From an optimization exercise on the open Yosys and OpenROAD flow, aimed at small area, a short achievable clock period and few clock cycles; shortcuts taken in it are not production practice.
Only simulation tests tie the RTL to the original design; equivalence was not proved.

==> flow/design.v <==
`timescale 1ns / 1ps
module axis_reg_map # (
    parameter REG_ADDR_WIDTH = 4,
    parameter ADDR_WIDTH = 12,
    parameter [ADDR_WIDTH -1:0] ADDR = 0,  
    parameter RESET_TYPE = 0,
    parameter PIPE_STAGE = 1
) (
    input wire clk,
    input wire rst,
    input wire [31:0] cmd_in_TDATA,
    input wire cmd_in_TVALID,
    output wire [31:0] cmd_out_TDATA,
    output wire cmd_out_TVALID,
    output wire [REG_ADDR_WIDTH -1:0] reg_addr,
    output wire [31:0] reg_data,
    output wire reg_strb
);
    wire [ADDR_WIDTH -1:0] cmd_core_addr = cmd_in_TDATA[ADDR_WIDTH + REG_ADDR_WIDTH -1 -: ADDR_WIDTH];
    wire [REG_ADDR_WIDTH -1:0] cmd_reg_addr = cmd_in_TDATA[REG_ADDR_WIDTH -1:0];  
    wire msg_for_us = (cmd_core_addr == ADDR);
    wire rst_sig; 
generate if (RESET_TYPE == 1) begin 
    assign rst_sig = rst; 
end else begin 
    assign rst_sig = ~rst; 
end endgenerate 
wire unused_dummy_in_wire_rst_sig_macro;
    localparam [1:0] CMD_FSM_ADDR = 0;
    localparam [1:0] CMD_FSM_DATA = 1;
    localparam [1:0] CMD_FSM_IGNORE = 2;
    reg [1:0] cmd_fsm_state;
    reg [REG_ADDR_WIDTH -1:0] saved_reg_addr;
generate if (RESET_TYPE == 0) begin
    always @(posedge clk) begin
        if (cmd_in_TVALID) begin
            case (cmd_fsm_state)
                CMD_FSM_ADDR: begin
                    cmd_fsm_state <= msg_for_us ? 
                        CMD_FSM_DATA : 
                        CMD_FSM_IGNORE
                    ;
                    saved_reg_addr <= cmd_reg_addr;
                end CMD_FSM_DATA: begin
                    cmd_fsm_state <= CMD_FSM_ADDR;
                end CMD_FSM_IGNORE: begin
                    cmd_fsm_state <= CMD_FSM_ADDR;
                end
            endcase
        end
    end
end else begin  
    always @(posedge clk) begin
        if (rst_sig) begin
            cmd_fsm_state <= CMD_FSM_ADDR;
        end else if (cmd_in_TVALID) begin
            case (cmd_fsm_state)
                CMD_FSM_ADDR: begin
                    cmd_fsm_state <= msg_for_us ? 
                        CMD_FSM_DATA : 
                        CMD_FSM_IGNORE
                    ;
                    saved_reg_addr <= cmd_reg_addr;
                end CMD_FSM_DATA: begin
                    cmd_fsm_state <= CMD_FSM_ADDR;
                end CMD_FSM_IGNORE: begin
                    cmd_fsm_state <= CMD_FSM_ADDR;
                end
            endcase
        end
    end
end endgenerate
    assign reg_addr = saved_reg_addr;
    assign reg_data = cmd_in_TDATA;
    assign reg_strb = cmd_in_TVALID && (cmd_fsm_state == CMD_FSM_DATA);
generate if (PIPE_STAGE) begin
    reg [31:0] cmd_out_TDATA_r;
    reg cmd_out_TVALID_r;
    always @(posedge clk) begin
        cmd_out_TDATA_r <= cmd_in_TDATA;
        cmd_out_TVALID_r <= cmd_in_TVALID;
    end
    assign cmd_out_TDATA = cmd_out_TDATA_r;
    assign cmd_out_TVALID = cmd_out_TVALID_r;
end else begin 
    assign cmd_out_TDATA = cmd_in_TDATA;
    assign cmd_out_TVALID = cmd_in_TVALID;
end endgenerate   
endmodule
`timescale 1ns / 1ps
module bhand_cycle_count # (
    parameter DATA_WIDTH = 8,
    parameter ENABLE_COUNT = 0,
    parameter COUNT_WIDTH = 4
) (
    input wire clk,
    input wire rst,
    input wire [DATA_WIDTH-1:0] idata,
    input wire idata_vld,
    output wire idata_rdy,
    output wire [DATA_WIDTH-1:0] odata,
    output wire odata_vld,
    input wire odata_rdy,
    input wire cnt_en,
    input wire [COUNT_WIDTH-1:0] icount,
    output wire [COUNT_WIDTH-1:0] ocount
);
    wire shift_in;
    assign shift_in = idata_vld && idata_rdy;
    wire shift_out;
    assign shift_out = odata_vld && odata_rdy;
    reg mem_vld;
    reg [DATA_WIDTH-1:0] extra_mem;
    reg extra_mem_vld;
    wire extra_mem_rdy;
    assign extra_mem_rdy = (extra_mem_vld == 0);
    wire extra_mem_en;
    assign extra_mem_en = shift_in && mem_vld && !shift_out;
    always @(posedge clk) begin
        if (rst) begin
            extra_mem_vld <= 0;
        end else begin
            if (extra_mem_en) begin
                extra_mem_vld <= 1;
            end else if (shift_out) begin
                extra_mem_vld <= 0;
            end
        end
        if (extra_mem_en) begin
            extra_mem <= idata;
        end
    end
    reg [DATA_WIDTH-1:0] mem;
    wire mem_rdy;
    assign mem_rdy = !mem_vld || (odata_vld && odata_rdy);
    wire mem_en;
    assign mem_en = mem_rdy && (idata_vld || extra_mem_vld);
    always @(posedge clk) begin
        if (rst) begin
            mem_vld <= 0;
        end else begin
            if (mem_en) begin
                mem_vld <= 1;
            end else if (shift_out) begin
                mem_vld <= 0;
            end
        end
        if (mem_en) begin
            mem <= extra_mem_vld ? extra_mem : idata;
        end
    end
generate if(ENABLE_COUNT) begin
    reg [COUNT_WIDTH-1:0] extra_cnt_reg;
    reg [COUNT_WIDTH-1:0] cnt_reg;
    always @(posedge clk) begin
        if (rst) begin
            extra_cnt_reg <= 0;
        end else begin
            if (extra_mem_en) begin
                extra_cnt_reg <= icount + cnt_en;
            end else begin
                extra_cnt_reg <= extra_cnt_reg + cnt_en;
            end
        end
    end
    always @(posedge clk) begin
        if (rst) begin
            cnt_reg <= 0;
        end else begin
            if (mem_en) begin
                cnt_reg <= extra_mem_vld ? extra_cnt_reg + cnt_en : icount + cnt_en;
            end else begin
                cnt_reg <= cnt_reg + cnt_en;
            end
        end
    end
    assign ocount = cnt_reg;
end endgenerate
    assign idata_rdy = extra_mem_rdy;
    assign odata = mem;
    assign odata_vld = mem_vld;
endmodule
`timescale 1ns / 1ps
module stage0 (
    input wire clk,
    input wire rst,
    input wire branch_mispredict,
    output wire inst_rd_en,
    output wire PC_en,
    input wire next_rdy,
    output wire vld
);
    assign inst_rd_en = next_rdy && !branch_mispredict;
    assign PC_en = inst_rd_en || branch_mispredict;
    reg vld_r;
    always @(posedge clk) begin
        if (rst || branch_mispredict) vld_r <= 0;
        else if (inst_rd_en) vld_r <= 1;
        else if (next_rdy) vld_r <= 0;
    end
    assign vld = vld_r;
endmodule
`timescale 1ns / 1ps
module stage1 (
    input wire clk,
    input wire rst,
    input wire [7:0] instr_in,
    input wire branch_mispredict,
    input wire stage2_writes_A,
    input wire stage2_writes_X,
    input wire stage2_writes_imm,
    output wire B_sel,
    output wire [3:0] ALU_sel,
    output wire ALU_en,
    output wire [7:0] instr_out,
    input wire PC_en,
    input wire [5:0] icount,
    output wire [5:0] ocount,
    input wire prev_vld,
    output wire rdy,
    input wire next_rdy,
    output wire vld
);
    wire stalled_i;
    wire [7:0] instr_in_i;
    wire branch_mispredict_i;
    wire B_sel_i;
    wire [3:0] ALU_sel_i;
    wire ALU_en_i;
    wire [7:0] instr_out_i;
    wire PC_en_i;
    wire [5:0] icount_i;
    wire [5:0] ocount_i;
    wire prev_vld_i;
    wire rdy_i;
    wire next_rdy_i;
    wire vld_i;
    assign instr_in_i = instr_in;
    assign branch_mispredict_i = branch_mispredict;
    assign PC_en_i = PC_en;
    assign icount_i = icount;
    assign prev_vld_i = prev_vld;
    assign next_rdy_i = next_rdy;
    wire [2:0] jmp_type = instr_in[2:0];
    wire is_lda = (instr_in[7:5] == 3'b000);
    wire is_ldx = (instr_in[7:5] == 3'b001);
    wire is_sta = (instr_in[7:5] == 3'b010);
    wire is_stx = (instr_in[7:5] == 3'b011);
    wire is_alu = (instr_in[7:5] == 3'b100);
    wire is_jmp = (instr_in[7:5] == 3'b101);
    wire is_cond_jmp = is_jmp && (jmp_type != 3'b000);
    wire is_tax = (instr_in[7:4] == 4'b1100);
    wire is_txa = (instr_in[7:4] == 4'b1101);
    wire is_set_jmp = (instr_in[7:4] == 4'b1110);
    wire is_set_imm = (instr_in[7:4] == 4'b1111);
    wire alu_b_sel_x = instr_in[4];  
    wire jmp_cmp_x = instr_in[4];  
    wire we_read_A = is_alu || is_jmp;
    wire we_read_X = (is_alu && alu_b_sel_x) || (is_cond_jmp && jmp_cmp_x);
    wire we_read_imm = (is_alu && !alu_b_sel_x) || (is_cond_jmp && !jmp_cmp_x);
    assign B_sel_i = instr_in[4];
    assign ALU_sel_i = (is_jmp) ? 0 : instr_in[3:0];
    assign ALU_en_i = is_alu || (is_cond_jmp);
    assign stalled_i = 
                        (we_read_A && stage2_writes_A)
                      ||(we_read_X && stage2_writes_X)
                      ||(we_read_imm && stage2_writes_imm)
                      || !rdy_i;
    bhand_cycle_count # (
        .DATA_WIDTH(8),
        .ENABLE_COUNT(1),
        .COUNT_WIDTH(6)
    ) handshaker (
        .clk(clk),
        .rst(rst || branch_mispredict_i),
        .idata(instr_in_i),
        .idata_vld(prev_vld_i && !stalled_i),  
        .idata_rdy(rdy_i),
        .odata(instr_out_i),
        .odata_vld(vld_i),
        .odata_rdy(next_rdy_i),
        .cnt_en(PC_en_i),
        .icount(icount_i),
        .ocount(ocount_i)
    );
    wire enable_hot;
    assign enable_hot = prev_vld && rdy && !stalled_i && !rst;
    assign B_sel              = B_sel_i;
    assign ALU_sel            = ALU_sel_i;
    assign ALU_en             = ALU_en_i && enable_hot;
    assign instr_out = instr_out_i;
    assign ocount = ocount_i;
    assign vld = vld_i;
    assign rdy = rdy_i && !stalled_i;
endmodule
`timescale 1ns / 1ps
module stage2 # (
    parameter CODE_ADDR_WIDTH = 10
) (
    input wire clk,
    input wire rst,
    input wire [7:0] instr_in,
    input wire din_TVALID,
    input wire dout_TREADY,
    input wire eq,
    input wire gt,
    input wire ge,
    input wire set,
    input wire last,
    input wire ALU_vld,
    output wire [1:0] PC_sel,  
    output wire [2:0] A_sel,
    output wire A_en,
    output wire [2:0] X_sel,
    output wire X_en,
    output wire regfile_sel,  
    output wire regfile_wr_en,
    output wire ALU_ack,
    output wire branch_mispredict,
    output wire [3:0] utility_addr,  
    output wire jmp_off_sel_en,
    output wire imm_sel_en,
    output wire last_out,
    output wire last_en,
    output wire din_TREADY,
    output wire dout_TVALID,
    output wire stage2_writes_A,
    output wire stage2_writes_X,
    output wire stage2_writes_imm,
    input wire PC_en,
    input wire [5:0] icount,
    output wire [CODE_ADDR_WIDTH-1:0] jmp_correction,
    input wire prev_vld,
    output wire rdy
);
    wire mem_vld_i;
    wire eq_i;
    wire gt_i;
    wire ge_i;
    wire set_i;
    wire ALU_vld_i;
    wire [1:0] PC_sel_i;  
    reg [2:0] A_sel_i;
    reg A_en_i;
    reg [2:0] X_sel_i;
    reg X_en_i;
    wire regfile_sel_i;  
    wire regfile_wr_en_i;
    wire ALU_ack_i;
    wire branch_mispredict_i;
    wire [3:0] utility_addr_i;  
    wire jmp_off_sel_en_i;
    wire imm_sel_en_i;
    wire last_out_i;
    wire last_en_i;
    wire last_i;
    wire din_TREADY_i;
    wire dout_TVALID_i;
    wire stage2_writes_A_i;
    wire stage2_writes_X_i;
    wire stage2_writes_imm_i;
    wire PC_en_i;
    wire [CODE_ADDR_WIDTH-1:0] jmp_correction_i;
    assign eq_i       = eq;
    assign gt_i       = gt;
    assign ge_i       = ge;
    assign set_i      = set;
    assign last_i     = last;
    assign ALU_vld_i  = ALU_vld;
    assign PC_en_i = PC_en;
    wire [2:0] jmp_type = instr_in[2:0];
    wire [1:0] addr_type = instr_in[4:3];
    wire is_lda = (instr_in[7:5] == 3'b000);
    wire is_ldx = (instr_in[7:5] == 3'b001);
    wire is_sta = (instr_in[7:5] == 3'b010);
    wire is_stx = (instr_in[7:5] == 3'b011);
    wire is_alu = (instr_in[7:5] == 3'b100);
    wire is_jmp = (instr_in[7:5] == 3'b101);
    wire is_cond_jmp = is_jmp && (jmp_type != 3'b000);
    wire is_tax = (instr_in[7:4] == 4'b1100);
    wire is_txa = (instr_in[7:4] == 4'b1101);
    wire is_set_jmp = (instr_in[7:4] == 4'b1110);
    wire is_set_imm = (instr_in[7:4] == 4'b1111);
    wire is_outa = is_sta && (instr_in[4] == 1'b1);
    wire is_outx = is_stx && (instr_in[4] == 1'b1);
    wire alu_b_sel_x = instr_in[4];  
    wire jmp_cmp_x = instr_in[4];  
    wire awaiting_ALU = is_alu || (is_jmp && jmp_type != 3'b000);
    wire awaiting_in = (is_lda || is_ldx) && (addr_type == 2'b01);
    wire awaiting_out = (is_outa || is_outx);
    wire jump_taken = 
        (jmp_type == 3'b000) ||
        (jmp_type == 3'b001 && eq_i) ||
        (jmp_type == 3'b010 && gt_i) ||
        (jmp_type == 3'b011 && ge_i) ||
        (jmp_type == 3'b100 && set_i) ||
        (jmp_type == 3'b101 && last_i)
    ;
    assign regfile_sel_i = (is_stx) ? 1'b1 : 1'b0;
    assign regfile_wr_en_i = (is_sta || is_stx);
    assign rdy = !(awaiting_ALU && !ALU_vld_i) && 
                 !(awaiting_in && !din_TVALID) &&
                 !(awaiting_out && !dout_TREADY)
    ;
    assign PC_sel_i = (prev_vld && is_jmp && jump_taken) ? 1'b1 : 1'b0;
    assign branch_mispredict_i = (prev_vld && is_jmp && jump_taken);
    always @(*) begin
        if (is_lda) begin
            A_en_i <= 1;
            case (addr_type)
                2'b00:
                    A_sel_i <= 3'b000;
                2'b01:
                    A_sel_i <= 3'b001;
                2'b10, 2'b11:
                    A_sel_i <= 3'b010;
                default:
                    A_sel_i <= 0;  
            endcase
        end else if (is_alu) begin
            A_en_i <= 1;
            A_sel_i <= 3'b011;
        end else if (is_txa) begin
            A_en_i <= 1;
            A_sel_i <= 3'b100;
        end else begin
            A_en_i <= 0;
            A_sel_i <= 0;  
        end
    end
    always @(*) begin
        if (is_ldx) begin
            X_en_i <= 1;
            case (addr_type)
                2'b00:
                    X_sel_i <= 3'b000;
                2'b01:
                    X_sel_i <= 3'b001;
                2'b10, 2'b11:
                    X_sel_i <= 3'b010;
                default:
                    X_sel_i <= 0;  
            endcase
        end else if (is_tax) begin 
            X_en_i <= 1;
            X_sel_i <= 3'b100;
        end else begin
            X_en_i <= 0;
            X_sel_i <= 0;  
        end
    end
    assign ALU_ack_i = (awaiting_ALU && ALU_vld_i);
    assign utility_addr_i = instr_in[3:0];
    assign imm_sel_en_i = is_set_imm;
    assign jmp_off_sel_en_i = is_set_jmp;
    assign din_TREADY_i = awaiting_in;
    assign dout_TVALID_i = awaiting_out;
    assign last_out_i = instr_in[0];  
    assign last_en_i = awaiting_in;  
generate if (CODE_ADDR_WIDTH > 6) begin
    assign jmp_correction_i = $signed(icount);
end else begin
    assign jmp_correction_i = icount;
end endgenerate
    assign stage2_writes_A_i = A_en_i;
    assign stage2_writes_X_i = X_en_i;
    assign stage2_writes_imm_i = imm_sel_en_i;
    wire enable_hot;
    assign enable_hot = prev_vld && rdy && !rst;
    assign PC_sel             = PC_sel_i;
    assign A_sel              = A_sel_i;
    assign A_en               = A_en_i && enable_hot;
    assign X_sel              = X_sel_i;
    assign X_en               = X_en_i && enable_hot;
    assign regfile_sel        = regfile_sel_i;
    assign regfile_wr_en      = regfile_wr_en_i && enable_hot;
    assign ALU_ack            = ALU_ack_i && enable_hot;
    assign branch_mispredict  = branch_mispredict_i && enable_hot;
    assign utility_addr       = utility_addr_i;
    assign imm_sel_en         = imm_sel_en_i && enable_hot;
    assign jmp_off_sel_en     = jmp_off_sel_en_i && enable_hot;
    assign last_en            = last_en_i && enable_hot;
    assign last_out           = last_out_i;
    assign din_TREADY         = din_TREADY_i && prev_vld;
    assign dout_TVALID        = dout_TVALID_i && prev_vld;
    assign jmp_correction = jmp_correction_i;
    assign stage2_writes_A = stage2_writes_A_i && prev_vld;
    assign stage2_writes_X = stage2_writes_X_i && prev_vld;
    assign stage2_writes_imm = stage2_writes_imm_i && prev_vld;
endmodule
`timescale 1ns / 1ps
module controller # (
    parameter CODE_ADDR_WIDTH = 10,
    parameter PESS = 0
) (
    input wire clk,
    input wire rst,
    input wire eq,
    input wire gt,
    input wire ge,
    input wire set,
    input wire last,
    input wire ALU_vld,
    input wire din_TVALID,
    output wire din_TREADY,
    input wire [7:0] instr_in,
    output wire inst_rd_en,
    output wire dout_TVALID,
    input wire dout_TREADY,
    output wire branch_mispredict,
    output wire PC_en,
    output wire B_sel,
    output wire [3:0] ALU_sel,
    output wire ALU_en,
    output wire [1:0] PC_sel,  
    output wire [2:0] A_sel,
    output wire A_en,
    output wire [2:0] X_sel,
    output wire X_en,
    output wire regfile_sel,  
    output wire regfile_wr_en,
    output wire ALU_ack,
    output wire [3:0] utility_addr,  
    output wire jmp_off_sel_en,
    output wire imm_sel_en,
    output wire last_out,
    output wire last_en,
    output wire [CODE_ADDR_WIDTH-1:0] jmp_correction,
    output wire to_guv_TVALID,
    input wire to_guv_TREADY,
    input wire from_guv_TVALID,
    output wire from_guv_TREADY
);
    wire vld_stage0;
    wire [7:0] instr_out_stage0_5;
    wire [5:0] ocount_stage0_5;
    wire rdy_stage0_5;
    wire vld_stage0_5;
    wire [7:0] instr_out_stage1;
    wire [5:0] ocount_stage1;
    wire rdy_stage1;
    wire vld_stage1;
    wire [1:0] PC_sel_stage2;  
    wire stage2_writes_A;
    wire stage2_writes_X;
    wire stage2_writes_imm;
    wire rdy_stage2;
generate if (PESS) begin : with_idle_stage
    stage0 fetch  (
        .clk(clk),
        .rst(rst),
        .branch_mispredict(branch_mispredict),
        .inst_rd_en(inst_rd_en),
        .PC_en(PC_en),
        .next_rdy(rdy_stage0_5),
        .vld(vld_stage0)
    );
    stage0_point_5 idle_stage  (
        .clk(clk),
        .rst(rst),
        .instr_in(instr_in),
        .instr_out(instr_out_stage0_5),
        .PC_en(PC_en),
        .icount(6'b0),
        .ocount(ocount_stage0_5),
        .branch_mispredict(branch_mispredict),
        .prev_vld(vld_stage0),
        .rdy(rdy_stage0_5),
        .next_rdy(to_guv_TREADY),
        .vld(to_guv_TVALID)
    );
    stage1 decode  (
		.clk(clk),
		.rst(rst),
		.instr_in(instr_out_stage0_5),
		.branch_mispredict(branch_mispredict),
		.stage2_writes_A(stage2_writes_A),
		.stage2_writes_X(stage2_writes_X),
		.stage2_writes_imm(stage2_writes_imm),
		.B_sel(B_sel),
		.ALU_sel(ALU_sel),
		.ALU_en(ALU_en),
		.instr_out(instr_out_stage1),
		.PC_en(PC_en),
		.icount(ocount_stage0_5),
		.ocount(ocount_stage1),
		.prev_vld(from_guv_TVALID),
		.rdy(from_guv_TREADY),
		.next_rdy(rdy_stage2),
		.vld(vld_stage1)
    );
end else begin : no_idle_stage   
    stage0 fetch  (
        .clk(clk),
        .rst(rst),
        .branch_mispredict(branch_mispredict),
        .inst_rd_en(inst_rd_en),
        .PC_en(PC_en),
        .next_rdy(to_guv_TREADY),
        .vld(to_guv_TVALID)
    );
    stage1 decode  (
		.clk(clk),
		.rst(rst),
		.instr_in(instr_in),
		.branch_mispredict(branch_mispredict),
		.stage2_writes_A(stage2_writes_A),
		.stage2_writes_X(stage2_writes_X),
		.stage2_writes_imm(stage2_writes_imm),
		.B_sel(B_sel),
		.ALU_sel(ALU_sel),
		.ALU_en(ALU_en),
		.instr_out(instr_out_stage1),
		.PC_en(PC_en),
		.icount(6'b0),
		.ocount(ocount_stage1),
		.prev_vld(from_guv_TVALID),
		.rdy(from_guv_TREADY),
		.next_rdy(rdy_stage2),
		.vld(vld_stage1)
    );
end endgenerate
    stage2 # (
        .CODE_ADDR_WIDTH(CODE_ADDR_WIDTH)
    ) writeback (
		.clk(clk),
		.rst(rst),
		.instr_in(instr_out_stage1),
		.din_TVALID(din_TVALID),
		.dout_TREADY(dout_TREADY),
		.eq(eq),
		.gt(gt),
		.ge(ge),
		.set(set),
		.last(last),
		.ALU_vld(ALU_vld),
		.PC_sel(PC_sel_stage2),  
		.A_sel(A_sel),
		.A_en(A_en),
		.X_sel(X_sel),
		.X_en(X_en),
		.regfile_sel(regfile_sel),  
		.regfile_wr_en(regfile_wr_en),
		.ALU_ack(ALU_ack),
		.branch_mispredict(branch_mispredict),
		.utility_addr(utility_addr),  
		.jmp_off_sel_en(jmp_off_sel_en),
		.imm_sel_en(imm_sel_en),
		.last_out(last_out),
		.last_en(last_en),
		.din_TREADY(din_TREADY),
		.dout_TVALID(dout_TVALID),
		.stage2_writes_A(stage2_writes_A),
		.stage2_writes_X(stage2_writes_X),
		.stage2_writes_imm(stage2_writes_imm),
		.PC_en(PC_en),
		.icount(ocount_stage1),
		.jmp_correction(jmp_correction),
		.prev_vld(vld_stage1),
		.rdy(rdy_stage2)
    );
    assign PC_sel = (branch_mispredict) ? PC_sel_stage2 : 1'b0;
endmodule
`timescale 1ns / 1ps
module alu # (
	parameter PESS = 0
)(
	input wire clk,
    input wire rst,
    input wire [31:0] A,
    input wire [31:0] B,
    input wire [3:0] ALU_sel,
    input wire ALU_en,
    output wire [31:0] ALU_out,
    output wire set,
    output wire eq,
    output wire gt,
    output wire ge,
    output wire ALU_vld,
    input wire ALU_ack
);
    wire [3:0] ALU_sel_i;
    reg  [3:0] ALU_sel_saved;
    reg ALU_en_r[0:4];  
    wire [31:0] ADD_res;
    wire [31:0] SUB_res;
    wire [31:0] AND_res;
    wire [31:0] OR_res;
    wire [31:0] XOR_res;
    wire [31:0] NOT_res;
    wire [31:0] LSH_res;
    wire [31:0] RSH_res;
    wire one_cycle_op_vld = ALU_en_r[0];
    wire [63:0] MUL_res;
    wire MUL_vld = ALU_en_r[4];  
    wire [31:0] DIV_res;
    wire [31:0] MOD_res;
    wire divmod_vld;  
    wire eq_i, gt_i, ge_i, set_i;
    reg [31:0] ALU_out_i;
    wire ALU_vld_i;
    wire is_one_cycle_op = ALU_en && (ALU_sel[3] == 0);
    wire ALU_sel_saved_is_one_cycle_op = (ALU_sel_saved[3] == 0);
    wire is_mul = (ALU_sel_saved == 4'b1000);
    wire is_div_mod = (ALU_sel_saved > 4'b1000);
    always @(posedge clk) begin
        if(rst) begin
            ALU_en_r[0] <= 0;
        end else begin
            ALU_en_r[0] <= ALU_en && (ALU_sel == 4'b1000);
        end
    end
    genvar i;
    for (i = 1; i < 5; i = i + 1) begin
        always @(posedge clk) begin
            if (rst) begin
                ALU_en_r[i] <= 0;
            end else begin
                ALU_en_r[i] <= ALU_en_r[i - 1];
            end
        end
    end
    always @(posedge clk) begin
        if (ALU_en) begin
            ALU_sel_saved <= ALU_sel;
        end
    end
    assign ALU_sel_i = is_one_cycle_op ? ALU_sel : ALU_sel_saved;  
    mult_unsigned # (32,32) mult (clk, A, B, MUL_res);
    divmod divider (
		.clk(clk),
		.rst(rst),
		.A(A),
		.B(B),
		.start(ALU_en),
		.div(DIV_res),
		.mod(MOD_res),
		.res_vld(divmod_vld)
    );
    assign ADD_res = A + B;
    assign SUB_res = A - B;
    assign AND_res = A & B;
    assign  OR_res = A | B;
    assign XOR_res = A ^ B;
    assign NOT_res = ~A;
    assign LSH_res = A << B[5:0];
    assign RSH_res = A >> B[5:0];
    always @(*) begin
        case (ALU_sel_i)
        4'b0000:
            ALU_out_i <= ADD_res;
        4'b0001:
            ALU_out_i <= SUB_res;
        4'b0100:
            ALU_out_i <= AND_res;
        4'b0011:
            ALU_out_i <= OR_res;
        4'b0010:
            ALU_out_i <= XOR_res;
        4'b0111:
            ALU_out_i <= NOT_res;
        4'b0101:
            ALU_out_i <= LSH_res;
        4'b0110:
            ALU_out_i <= RSH_res;
        4'b1000:
            ALU_out_i <= MUL_res[31:0];
        4'b1001:
            ALU_out_i <= DIV_res;
        4'b1010:
            ALU_out_i <= MOD_res;
        default:
            ALU_out_i <= 32'h2BADDEAD;
        endcase
    end
    assign eq_i = (A == B) ? 1'b1 : 1'b0;
    assign gt_i = (A > B) ? 1'b1 : 1'b0;
    assign ge_i = gt_i | eq_i;
    assign set_i = ((A & B) != 32'h00000000) ? 1'b1 : 1'b0;
    assign ALU_vld_i = is_one_cycle_op | (is_mul ? MUL_vld : is_div_mod && divmod_vld);
    reg [31:0] ALU_out_r;
    reg ALU_vld_r;
    reg eq_r;
    reg gt_r;
    reg ge_r;
    reg set_r;
    always @(posedge clk) begin
    	if (rst) begin
            ALU_vld_r <= 0;
    	end else begin
            ALU_vld_r <= ALU_vld_i | ((ALU_ack) ? 0 : ALU_vld_r);
		end
        if (ALU_vld_i) begin
            ALU_out_r <= ALU_out_i;
        end 
        if (ALU_en) begin
            eq_r <= eq_i;
            gt_r <= gt_i;
            ge_r <= ge_i;
            set_r <= set_i;
        end
    end
    assign ALU_out = ALU_out_r;
    assign eq = eq_r;
    assign gt = gt_r;
    assign ge = ge_r;
    assign set = set_r;
    assign ALU_vld = ALU_vld_r;
endmodule
module divmod(
    input wire clk,
    input wire rst,
    input wire [31:0] A,
    input wire [31:0] B,
    input wire start,
    output wire [31:0] div,
    output wire [31:0] mod,
    output wire res_vld
);
    reg [31:0] mod_r;
    reg [31:0] div_r;
    reg [62:0] div_shifted;
    wire upper_zeroes = !(|div_shifted[62:32]);  
    wire [31:0] subtrahend = div_shifted[31:0];
    wire do_subtract = upper_zeroes && (mod_r >= subtrahend);
    reg [5:0] cycles_left;
    reg calc_done;
    always @(posedge clk) begin
        if (rst) begin
            cycles_left <= 0;
            calc_done <= 0;
        end else begin
            calc_done <= !start && (cycles_left == 1);
            if (start) begin
                cycles_left <= 'd32;
                div_shifted <= {B, {31{1'b0}}};
                mod_r <= A;
                div_r <= 0;
            end else if(cycles_left != 0) begin
                div_r <= {div_r[30:0], do_subtract};
                div_shifted <= {1'b0, div_shifted[62:1]};
                if (do_subtract) begin
                    mod_r <= mod_r - subtrahend;
                end
                if (cycles_left > 0) begin
                    cycles_left <= cycles_left - 1;
                end
            end
        end
    end
    assign div = div_r;
    assign mod = mod_r;
    assign res_vld = calc_done;
endmodule
module mult_unsigned (clk, A, B, RES);
parameter WIDTHA = 16;
parameter WIDTHB = 24;
input clk;
input [WIDTHA-1:0] A;
input [WIDTHB-1:0] B;
output [WIDTHA+WIDTHB-1:0] RES;
reg [WIDTHA-1:0] rA;
reg [WIDTHB-1:0] rB;
reg [WIDTHA+WIDTHB-1:0] M [3:0];
integer i;
always @(posedge clk)
 begin
 rA <= A;
 rB <= B;
 M[0] <= rA * rB;
 for (i = 0; i < 3; i = i+1)
 M[i+1] <= M[i];
 end
assign RES = M[3];
endmodule
`timescale 1ns / 1ps
module regfile(
    input wire clk,
    input wire rst,
    input wire [3:0] addr,
    input wire [31:0] idata,
    input wire wr_en,
    output wire [31:0] odata
);
reg [31:0] scratch [0:15];
assign odata = scratch[addr];
always @(posedge clk) begin
	if (rst) begin
		scratch[0] <= 0;
		scratch[1] <= 0;
		scratch[2] <= 0;
		scratch[3] <= 0;
		scratch[4] <= 0;
		scratch[5] <= 0;
		scratch[6] <= 0;
		scratch[7] <= 0;
		scratch[8] <= 0;
		scratch[9] <= 0;
		scratch[10] <= 0;
		scratch[11] <= 0;
		scratch[12] <= 0;
		scratch[13] <= 0;
		scratch[14] <= 0;
		scratch[15] <= 0;
	end else if (wr_en == 1'b1) begin
        scratch[addr] <= idata;
    end
end
endmodule
module sdp_lut_ram #(
    parameter DATA_WIDTH = 8,
    parameter ADDR_WIDTH = 4
)(
    input wire clk, 
    input wire wr_en, 
    input wire [ADDR_WIDTH -1:0] rd_addr, 
    input wire [ADDR_WIDTH -1:0] wr_addr, 
    input wire [DATA_WIDTH -1:0] din,
    output wire [DATA_WIDTH -1:0] rd_data_out
);
    reg [DATA_WIDTH-1:0] ram [0:2**(ADDR_WIDTH)-1];
    always @(posedge clk) begin
        if (wr_en)
        ram[wr_addr] <= din;
    end
    assign rd_data_out = ram[rd_addr];
endmodule
`timescale 1ns / 1ps
module sdpram # (parameter
    ADDR_WIDTH = 10,
    DATA_WIDTH = 64  
)(
    input wire clk,
    input wire en,  
    input wire [ADDR_WIDTH-1:0] wr_addr,
    input wire [DATA_WIDTH-1:0] wr_data,
    input wire wr_en,
    input wire [ADDR_WIDTH-1:0] rd_addr,
    output reg [DATA_WIDTH-1:0] rd_data
);
    localparam DEPTH = 2**ADDR_WIDTH;
    reg [DATA_WIDTH-1:0] data[0:DEPTH-1];
    always @(posedge clk) begin
        if (en) begin
            if (wr_en) begin
                data[wr_addr] <= wr_data;
            end
            rd_data <= data[rd_addr];
        end
    end
endmodule
module inst_mem # (
	parameter ADDR_WIDTH = 10,
    parameter DATA_WIDTH = 64
)(
    input wire clk,
    input wire [ADDR_WIDTH-1:0] wr_addr,
    input wire [DATA_WIDTH-1:0] wr_data,
    input wire wr_en,
    input wire [ADDR_WIDTH-1:0] rd_addr,
    output wire [DATA_WIDTH-1:0] rd_data,
    input wire rd_en
);
wire clock_en;
assign clock_en = rd_en | wr_en;
sdpram # (.ADDR_WIDTH(ADDR_WIDTH),.DATA_WIDTH(DATA_WIDTH)) myram (
    .clk(clk),
    .en(clock_en),
    .wr_addr(wr_addr),
    .wr_data(wr_data),
    .wr_en(wr_en),
    .rd_addr(rd_addr),
    .rd_data(rd_data)
);
endmodule
`timescale 1ns / 1ps
module datapath # (
    parameter CODE_ADDR_WIDTH = 10
) (
    input wire clk,
    input wire rst,
    input wire inst_rd_en,
    output wire [7:0] instr,
    input wire [2:0] A_sel,
    input wire A_en,
    input wire [2:0] X_sel,
    input wire X_en,
    input wire [1:0] PC_sel,
    input wire PC_en,
    input wire B_sel,
    input wire [3:0] ALU_sel,
    input wire ALU_en,
    output wire eq,
    output wire gt,
    output wire ge,
    output wire set,
    output wire ALU_vld,
    input wire ALU_ack,
    input wire [31:0] din_TDATA,
    input wire din_TLAST,
    output wire [31:0] dout_TDATA,
    output wire dout_TLAST,
    input wire last_en,
    input wire last_out,  
    output wire last,
    input wire [3:0] utility_addr,
    input wire regfile_sel,  
    input wire regfile_wr_en,
    input wire imm_sel_en,
    input wire [31:0] imm_wr_data,
    input wire [3:0] imm_wr_addr,
    input wire imm_wr_en,
    input wire jmp_off_sel_en,
    input wire [7:0] jmp_off_wr_data,
    input wire [3:0] jmp_off_wr_addr,
    input wire jmp_off_wr_en,
    input wire [CODE_ADDR_WIDTH -1:0] inst_mem_wr_addr,
    input wire [7:0] inst_mem_wr_data,
    input wire inst_mem_wr_en,
    input wire [CODE_ADDR_WIDTH -1:0] jmp_correction,
    input wire branch_mispredict,
    output wire [79:0] to_guv_TDATA
);
    reg [31:0] A;
    reg [31:0] X;
    reg [CODE_ADDR_WIDTH-1:0] PC;
    reg [3:0] jmp_off_sel_r;
    reg [3:0] imm_sel_r;
    reg last_r;
    wire [31:0] regfile_idata;
    wire [31:0] regfile_odata;
    wire [31:0] B;
    wire [31:0] ALU_out;
    wire [31:0] imm;
    wire [CODE_ADDR_WIDTH -1:0] jmp_off;
    always @(posedge clk) begin
        if (A_en == 1'b1) begin
            case (A_sel)
                3'b000:
                    A <= imm;
                3'b010:
                    A <= regfile_odata; 
                3'b011:
                    A <= ALU_out;
                3'b001:  
                    A <= din_TDATA;
                3'b100:  
                    A <= X;
            endcase
        end
    end
    always @(posedge clk) begin
        if (X_en == 1'b1) begin
            case (X_sel)
                3'b000:
                    X <= imm; 
                3'b010:
                    X <= regfile_odata;
                3'b001:  
                    X <= din_TDATA;
                3'b100:  
                    X <= A;
            endcase
        end
    end
    always @(posedge clk) begin
        if (rst) PC <= 0;
        else if (PC_en == 1'b1) begin
            case (PC_sel)
                1'b0:
                    PC <= PC + 1;
                1'b1:
                    PC <= PC + jmp_off - jmp_correction; 
            endcase
        end
    end
    assign B = (B_sel == 1'b0) ? imm : X; 
    alu the_alu (
        .clk(clk),
        .rst(rst || branch_mispredict),
        .A(A),
        .B(B),
        .ALU_sel(ALU_sel),
        .ALU_en(ALU_en),
        .ALU_out(ALU_out),
        .set(set),
        .eq(eq),
        .gt(gt),
        .ge(ge),
        .ALU_vld(ALU_vld),
        .ALU_ack(ALU_ack)
    );
    assign regfile_idata = (regfile_sel == 1'b0) ? A : X;
    regfile scratch_mem (
        .clk(clk),
        .rst(rst),
        .addr(utility_addr),
        .idata(regfile_idata),
        .wr_en(regfile_wr_en),
        .odata(regfile_odata)
    );
    assign dout_TDATA = regfile_idata;
    always @(posedge clk) begin
        if (rst) begin
            last_r <= 0;
        end else begin
            if (last_en)
                last_r <= din_TLAST;
        end
    end
    assign last = last_r;
    assign dout_TLAST = last_out;
    always @(posedge clk) begin
        if (jmp_off_sel_en) 
            jmp_off_sel_r <= utility_addr;
    end
    wire [7:0] jmp_off_unextended;
    localparam SIGN_BITS = CODE_ADDR_WIDTH - 8;
    sdp_lut_ram #(
        .DATA_WIDTH(8),
        .ADDR_WIDTH(4)
    ) jmp_table (
		.clk(clk), 
		.wr_en(jmp_off_wr_en), 
		.rd_addr(jmp_off_sel_r), 
		.wr_addr(jmp_off_wr_addr), 
		.din(jmp_off_wr_data),
		.rd_data_out(jmp_off_unextended)
    );
generate if(SIGN_BITS <= 0) begin
    assign jmp_off = jmp_off_unextended[CODE_ADDR_WIDTH -1:0];
end else begin 
    assign jmp_off = {{SIGN_BITS{jmp_off_unextended[7]}}, jmp_off_unextended};
end endgenerate
    always @(posedge clk) begin
        if (imm_sel_en) 
            imm_sel_r <= utility_addr;
    end
    sdp_lut_ram #(
        .DATA_WIDTH(32),
        .ADDR_WIDTH(4)
    ) imm_table (
		.clk(clk), 
		.wr_en(imm_wr_en), 
		.rd_addr(imm_sel_r), 
		.wr_addr(imm_wr_addr), 
		.din(imm_wr_data),
		.rd_data_out(imm)
    );
    inst_mem # (
        .ADDR_WIDTH(CODE_ADDR_WIDTH),
        .DATA_WIDTH(8)
    ) insts (
		.clk(clk),
		.wr_addr(inst_mem_wr_addr),
		.wr_data(inst_mem_wr_data),
		.wr_en(inst_mem_wr_en),
		.rd_addr(PC),
		.rd_data(instr),
		.rd_en(inst_rd_en)
    );
    assign to_guv_TDATA = {A, X, jmp_off_sel_r, imm_sel_r, instr};
endmodule
`timescale 1ns / 1ps
module axis_cpu # (
    parameter CODE_ADDR_WIDTH = 7,
    parameter REG_ADDR_WIDTH = 4,  
    parameter CPU_ID_WIDTH = 12,
    parameter [CPU_ID_WIDTH-1:0] CPU_ID = 0,  
    parameter PESS = 0,
    parameter ENABLE_DEBUG = 0
) (
    input wire clk,
    input wire rst,
    input wire [32 -1:0] din_TDATA,
    input wire din_TVALID,
    output wire din_TREADY,
    input wire din_TLAST,
    output wire [32 -1:0] dout_TDATA,
    output wire dout_TVALID,
    input wire dout_TREADY,
    output wire dout_TLAST,
    input wire [31:0] cmd_in_TDATA,
    input wire cmd_in_TVALID,
    output wire [31:0] cmd_out_TDATA,
    output wire cmd_out_TVALID
);
    reg programming;  
    reg [CODE_ADDR_WIDTH -1:0] inst_mem_wr_addr;
    wire inst_mem_wr_en;
    reg [3:0] jmp_off_wr_addr;
    wire jmp_off_wr_en;
    reg [3:0] imm_wr_addr;
    wire imm_wr_en;
    wire [REG_ADDR_WIDTH -1:0] reg_addr;
    wire reg_strb;
    wire [31:0] reg_data;
    axis_reg_map # (
        .REG_ADDR_WIDTH(REG_ADDR_WIDTH),
        .ADDR_WIDTH(CPU_ID_WIDTH),
        .ADDR(CPU_ID),  
        .RESET_TYPE(1),
        .PIPE_STAGE(PESS || (CPU_ID%2 == 1))
    ) regmap (
		.clk(clk),
		.rst(rst),
		.cmd_in_TDATA(cmd_in_TDATA),
		.cmd_in_TVALID(cmd_in_TVALID),
		.cmd_out_TDATA(cmd_out_TDATA),
		.cmd_out_TVALID(cmd_out_TVALID),
		.reg_addr(reg_addr),
		.reg_data(reg_data),
		.reg_strb(reg_strb)
    );
    always @(posedge clk) begin
        if (rst) begin
            programming <= 0;
        end else begin
            if (reg_strb) begin
                case (reg_addr)
                4'b0000: begin
                    programming <= reg_data[0];
                    inst_mem_wr_addr <= 0;
                    jmp_off_wr_addr <= 0;
                    imm_wr_addr <= 0;
                end
                4'b0001: begin
                    inst_mem_wr_addr <= inst_mem_wr_addr + 1;
                end
                4'b0010: begin
                    jmp_off_wr_addr <= jmp_off_wr_addr + 1;
                end
                4'b0011: begin
                    imm_wr_addr <= imm_wr_addr + 1;
                end
                endcase
            end
        end
    end
    assign inst_mem_wr_en = (reg_addr == 4'b0001) && reg_strb;
    assign jmp_off_wr_en = (reg_addr == 4'b0010) && reg_strb;
    assign imm_wr_en = (reg_addr == 4'b0011) && reg_strb;
    wire hold_in_rst = programming;
    wire [1:0] PC_sel; 
    wire PC_en;
    wire inst_rd_en;
    wire B_sel;
    wire [3:0] ALU_sel;
    wire ALU_en;
    wire addr_sel;
    wire regfile_sel;  
    wire regfile_wr_en;
    wire [3:0] utility_addr;  
    wire jmp_off_sel_en;
    wire imm_sel_en;
    wire [2:0] A_sel;
    wire A_en;
    wire [2:0] X_sel;
    wire X_en;
    wire ALU_ack;
    wire last_en;
    wire last_out;  
    wire last;
    wire [CODE_ADDR_WIDTH -1:0] jmp_correction;
    wire branch_mispredict;
    wire eq;
    wire gt;
    wire ge;
    wire set;
    wire ALU_vld;
    wire [7:0] instr_from_datapath;
    wire to_guv_TVALID;
    wire from_guv_TREADY;
    wire [79:0] to_guv_TDATA;
    wire from_guv_TVALID_i;
    wire to_guv_TREADY_i;
    wire [7:0] instr;
    assign instr = instr_from_datapath;
    assign to_guv_TREADY_i = from_guv_TREADY;
    assign from_guv_TVALID_i = to_guv_TVALID;
    controller # (
        .CODE_ADDR_WIDTH(CODE_ADDR_WIDTH),
        .PESS(PESS)
    ) ctrl (
		.clk(clk),
		.rst(rst || hold_in_rst),
		.eq(eq),
		.gt(gt),
		.ge(ge),
		.set(set),
		.last(last),
		.ALU_vld(ALU_vld),
		.din_TVALID(din_TVALID),
		.din_TREADY(din_TREADY),
		.instr_in(instr),
		.inst_rd_en(inst_rd_en),
		.dout_TVALID(dout_TVALID),
		.dout_TREADY(dout_TREADY),
        .branch_mispredict(branch_mispredict),
		.PC_en(PC_en),
		.B_sel(B_sel),
		.ALU_sel(ALU_sel),
		.ALU_en(ALU_en),
		.PC_sel(PC_sel),  
		.A_sel(A_sel),
		.A_en(A_en),
		.X_sel(X_sel),
		.X_en(X_en),
		.regfile_sel(regfile_sel),  
		.regfile_wr_en(regfile_wr_en),
		.ALU_ack(ALU_ack),
		.utility_addr(utility_addr),  
		.jmp_off_sel_en(jmp_off_sel_en),
		.imm_sel_en(imm_sel_en),
		.last_out(last_out),
		.last_en(last_en),
		.jmp_correction(jmp_correction),
        .to_guv_TVALID(to_guv_TVALID),
        .to_guv_TREADY(to_guv_TREADY_i),
        .from_guv_TVALID(from_guv_TVALID_i),
        .from_guv_TREADY(from_guv_TREADY)
    );
    datapath # (
        .CODE_ADDR_WIDTH(CODE_ADDR_WIDTH)
    ) dpath (
        .clk(clk),
        .rst(rst || hold_in_rst),
        .inst_rd_en(inst_rd_en),
        .instr(instr_from_datapath),
        .A_sel(A_sel),
        .A_en(A_en),
        .X_sel(X_sel),
        .X_en(X_en),
        .PC_sel(PC_sel),
        .PC_en(PC_en),
        .B_sel(B_sel),
        .ALU_sel(ALU_sel),
        .ALU_en(ALU_en),
        .eq(eq),
        .gt(gt),
        .ge(ge),
        .set(set),
        .ALU_vld(ALU_vld),
        .ALU_ack(ALU_ack),
        .din_TDATA(din_TDATA),
        .din_TLAST(din_TLAST),
        .dout_TDATA(dout_TDATA),
        .dout_TLAST(dout_TLAST),
        .last_en(last_en),
        .last_out(last_out),  
        .last(last),
        .utility_addr(utility_addr),
        .regfile_sel(regfile_sel),  
        .regfile_wr_en(regfile_wr_en),
        .imm_sel_en(imm_sel_en),
        .imm_wr_data(reg_data),
        .imm_wr_addr(imm_wr_addr),
        .imm_wr_en(imm_wr_en),
        .jmp_off_sel_en(jmp_off_sel_en),
        .jmp_off_wr_data(reg_data[7:0]),
        .jmp_off_wr_addr(jmp_off_wr_addr),
        .jmp_off_wr_en(jmp_off_wr_en),
        .inst_mem_wr_addr(inst_mem_wr_addr),
        .inst_mem_wr_data(reg_data[7:0]),
        .inst_mem_wr_en(inst_mem_wr_en),
        .jmp_correction(jmp_correction),
        .branch_mispredict(branch_mispredict),
        .to_guv_TDATA(to_guv_TDATA)
    );
endmodule
==> flow/run.sh <==
#!/bin/bash
# synth_recipe.tcl (not shown) runs the flow's synth.tcl, then flattens the netlist and writes it again
# the make line also repeats each setting of config.mk as NAME=value (left out here)
make -C /OpenROAD-flow-scripts/flow DESIGN_CONFIG=/design/flow/config.mk WORK_HOME=/design/flow/orfs CLKGATE_MAP_FILE= SYNTH_SCRIPT=/design/flow/synth_recipe.tcl finish
==> flow/config.mk <==
export PLATFORM = sky130hd
export DESIGN_NAME = axis_cpu
export DESIGN_NICKNAME = axis_cpu
export VERILOG_FILES = /design/flow/design.v
export SDC_FILE = /design/flow/constraint.sdc
export NUM_CORES = 4
export LEC_CHECK = 0
export CAP_MARGIN = 20
export CORE_MARGIN = 2
export CORE_UTILIZATION = 40
export PLACE_DENSITY = 0.6
export SLEW_MARGIN = 20
==> flow/constraint.sdc <==
create_clock -name core_clock -period 9.0 [get_ports {clk}]
set_input_delay 1.8000 -clock core_clock [delete_from_list [all_inputs] [get_ports {clk}]]
set_output_delay 1.8000 -clock core_clock [all_outputs]
set_load 0.01 [all_outputs]
==> impl_metrics.env <==
export IMPL_dp_cells=13000
export IMPL_hold_path_class="flop to flop"
export IMPL_status="finished clean"
export IMPL_cts_max_path_buffers=4
export IMPL_arrival_ns=8.40
export IMPL_yosysTopAreaCell="edfxtp_1"
export IMPL_seq_area_frac_synth_pct=59.8
export IMPL_synth_fp_nets=9643
export IMPL_yosysWarnings=15
export IMPL_ctsHoldBuffers=0
export IMPL_clock_fmax_mhz=130
export IMPL_rsz0062_at_grt="false"
export IMPL_vias=78400
export IMPL_place_area_um2=138000
export IMPL_ios=138
export IMPL_dieArea_um2=332000
export IMPL_synth_distinct_cells=96
export IMPL_die_x_um=576
export IMPL_pre_cts_ws_ns=1.36
export IMPL_hold_viol_final=0
export IMPL_start_util_pct=40.1
export IMPL_fillers=28700
export IMPL_maxCapViolCount=0
export IMPL_maxSlewHeadroom_pct=11.6
export IMPL_drcViolationCount=0
export IMPL_crit_path_frequent_cell="fa_1"
export IMPL_setup_slack_ns=1.32
export IMPL_wl_per_cell_um=30.2
export IMPL_cts_tree="yes"
export IMPL_finalClockSkew_ns=0.0864
export IMPL_antenna_found_initial=18
export IMPL_clk_root_buffer_cell="clkbuf_16"
export IMPL_grt_first_pass_wirelength_um=587000
export IMPL_post_cts_setup_buffers=0
export IMPL_grt_pass1_vias=79300
export IMPL_crit_path_max_incr_delay_ns=1.01
export IMPL_first_pass_iters=10
export IMPL_critPathRequiredTime_ns=9.73
export IMPL_nets=9757
export IMPL_final_area_um2=147000
export IMPL_cts_clk_slew_worst_paths_ns=0.06
export IMPL_startpoint_type="flop"
export IMPL_fin_util_pct=45.0
export IMPL_synthTopCellsByCount="edfxtp_1, nor2_1, mux4_2, nand2_1, inv_1"
export IMPL_drv_slew=0
export IMPL_post_route_min_period_ns=7.68
export IMPL_post_synth_top_area_fraction_pct=56.0
export IMPL_htreeDepth=5
export IMPL_ys_ff_latch=2685
export IMPL_period_share_pct=85.3
export IMPL_die_h_um=576
export IMPL_finalSetupTns_ns=0
export IMPL_syn_area_per_cell_um2=14.7
export IMPL_synth_flop_cell="edfxtp_1"
export IMPL_viasPerCell=5.78
export IMPL_grt_max_degree=136
export IMPL_gp_congestion=1.00
export IMPL_syn_to_final_growth_pct=12.3
export IMPL_cts_sinks=2685
export IMPL_worst_skew_pair_late_latency_ns=0.92
export IMPL_ys_top_cells_by_area="edfxtp_1, mux4_2, fa_1"
export IMPL_drtIter0Drc=8817
export IMPL_synth_async_sr_flop_share_pct=0
export IMPL_post_dp_hpwl_um=278000
export IMPL_antenna_left=0
export IMPL_setup_violations_final=0
export IMPL_postCtsResizedCells=0
export IMPL_gr_total_overflow=0
export IMPL_drive_above_1_share_pct=17.0
export IMPL_path_class="flop to flop"
export IMPL_track_usage_pct=24.5
export IMPL_synth_area_um2=131000
export IMPL_synth_edf_count=2442
export IMPL_largest_register_ffs=1024
export IMPL_seq_area_um2=78200
export IMPL_yosysMostFrequentCell="edfxtp_1"
export IMPL_fp_coreArea_um2=326000
export IMPL_cp_max_fo=27
export IMPL_reg_top3="dpath.insts.myram.data: 1024 flops, dpath.imm_table.ram: 512 flops, dpath.scratch_mem.scratch: 512 flops"
export IMPL_placementRows=210
export IMPL_crit_chain="and2_1, fa_1, fa_1, inv_1, fa_1, fa_1, inv_1, ha_1, ha_1, fa_1, fa_1, ha_1, nand3_1, nor4_1, nor2_1, a31oi_1, a221oi_1, o31ai_1, buf_4, nand3_1, a21oi_1, a31oi_1, xnor2_1"
export IMPL_routed_wl_um=409000
export IMPL_syn_inst=8878
export IMPL_worst_pin_slew_ns=1.31
export IMPL_numCtsBuffers=291
export IMPL_placement_io_buffers=137
export IMPL_crit_slowest_cell="dfxtp_1"
export IMPL_multi_input_area_um2=48400
export IMPL_top_register="dpath.insts.myram.data"
export IMPL_critPathCaptureType="flop"
export IMPL_fin_cells=13600
final timing paths:
path                         startpoint                          end  slack (ns)  cells past startpoint
max            dpath.the_alu.mult.rB[5]  dpath.the_alu.mult.M[0][31]        1.32                     23
min          dpath.the_alu.mult.M[2][3]   dpath.the_alu.mult.M[3][3]        0.31                      0
max reg2reg    dpath.the_alu.mult.rB[5]  dpath.the_alu.mult.M[0][31]        1.32                     23
min reg2reg  dpath.the_alu.mult.M[2][3]   dpath.the_alu.mult.M[3][3]        0.31                      0
through the flow:
| stage | hold WS, ns |
|---|---|
| floorplan | 0.310 |
| global placement | 0.311 |
| detailed placement | 0.312 |
| CTS | 0.312 |
| global route | 0.323 |
| finish | 0.314 |
metal layers:
layer | GRT usage, % | vias up | share of wire (%) | wire, um
met5 | 0 | - | 0.021 | 85
met4 | 9.77 | 8 | 4.6 | 18900
met3 | 4.38 | 695 | 7.7 | 31700
met2 | 39.0 | 3456 | 47 | 192000
met1 | 33.3 | 41100 | 41 | 167000
li1 | - | 33100 | - | -
logic make-up (layout without fill, tap and decap cells):
kind of cell,after synthesis,after routing,share of synthesized area [%]
adders and majority gates,695,695,9.04
xor gates and xnor gates,149,149,0.997
buffers and inverters,1173,1513,3.59
other,0,4,0
muxes,982,982,14.0
AOI/OAI and AO/OA,904,904,4.68
and+or+nand+nor,2290,2290,7.89
DFF,2685,2685,59.8
area by class of cell:
class,instances,area share [%]
antenna,4,0.00681
clock buffer,366,5.38
clock inverter,153,0.857
inverter,598,1.53
multi-input combinational,5020,33.0
sequential,2685,53.3
tap,4346,3.70
timing repair buffer,396,2.30
cells in the final DEF, fill, tap and decap left out, types with 260 or more instances in the layout:
master     netlist  layout
and2_1         331     330
fa_1           417     417
clkbuf_16        0     304
ha_1           278     278
inv_1          586     586
edfxtp_1      2442    2442
buf_4           42     260
nand2_1        596     567
mux4_2         675     675
nor2_1         966     951
critical path, delay by kind of cell, from the launching register on:
family                   cells  cell delay (ns)
AO/OA/AOI/OAI                5             1.38
XOR/XNOR                     1             0.13
adder cells (fa/ha/maj)      9             3.81
buffers and inverters        3             0.36
flip-flops                   1             1.01
AND/OR/NAND/NOR              5             0.84
Testbench counts, summed over its fixed seeds: cycles 66,030.

## afterwards: timing with drivers on the ports
Ports are ideal in the flow. The routed layout listed here was re-timed in OpenROAD. Step 1: set_driving_cell puts a clkbuf_16 on clk and a buf_2 on each other input, an assumption about the parent block. Step 2 moves the port delays by t, midway between the first and last clock arrival at a register: inputs arrive t later, outputs are due t later. That takes back most of the time a late clock gives input paths. Three values: no drivers, after step 1, after step 2; two values: the first two.
shift t [ns]: 0.986
setup slack, ns: 1.323 / 1.323 / 1.323
hold slack, ns: 0.314 / 0.314 / 0.314
worst setup path at the end: register to register
After both steps this run still meets setup and hold. The setup slack of this run moves by 0.000 ns with the drivers and by 0.000 ns with both steps.
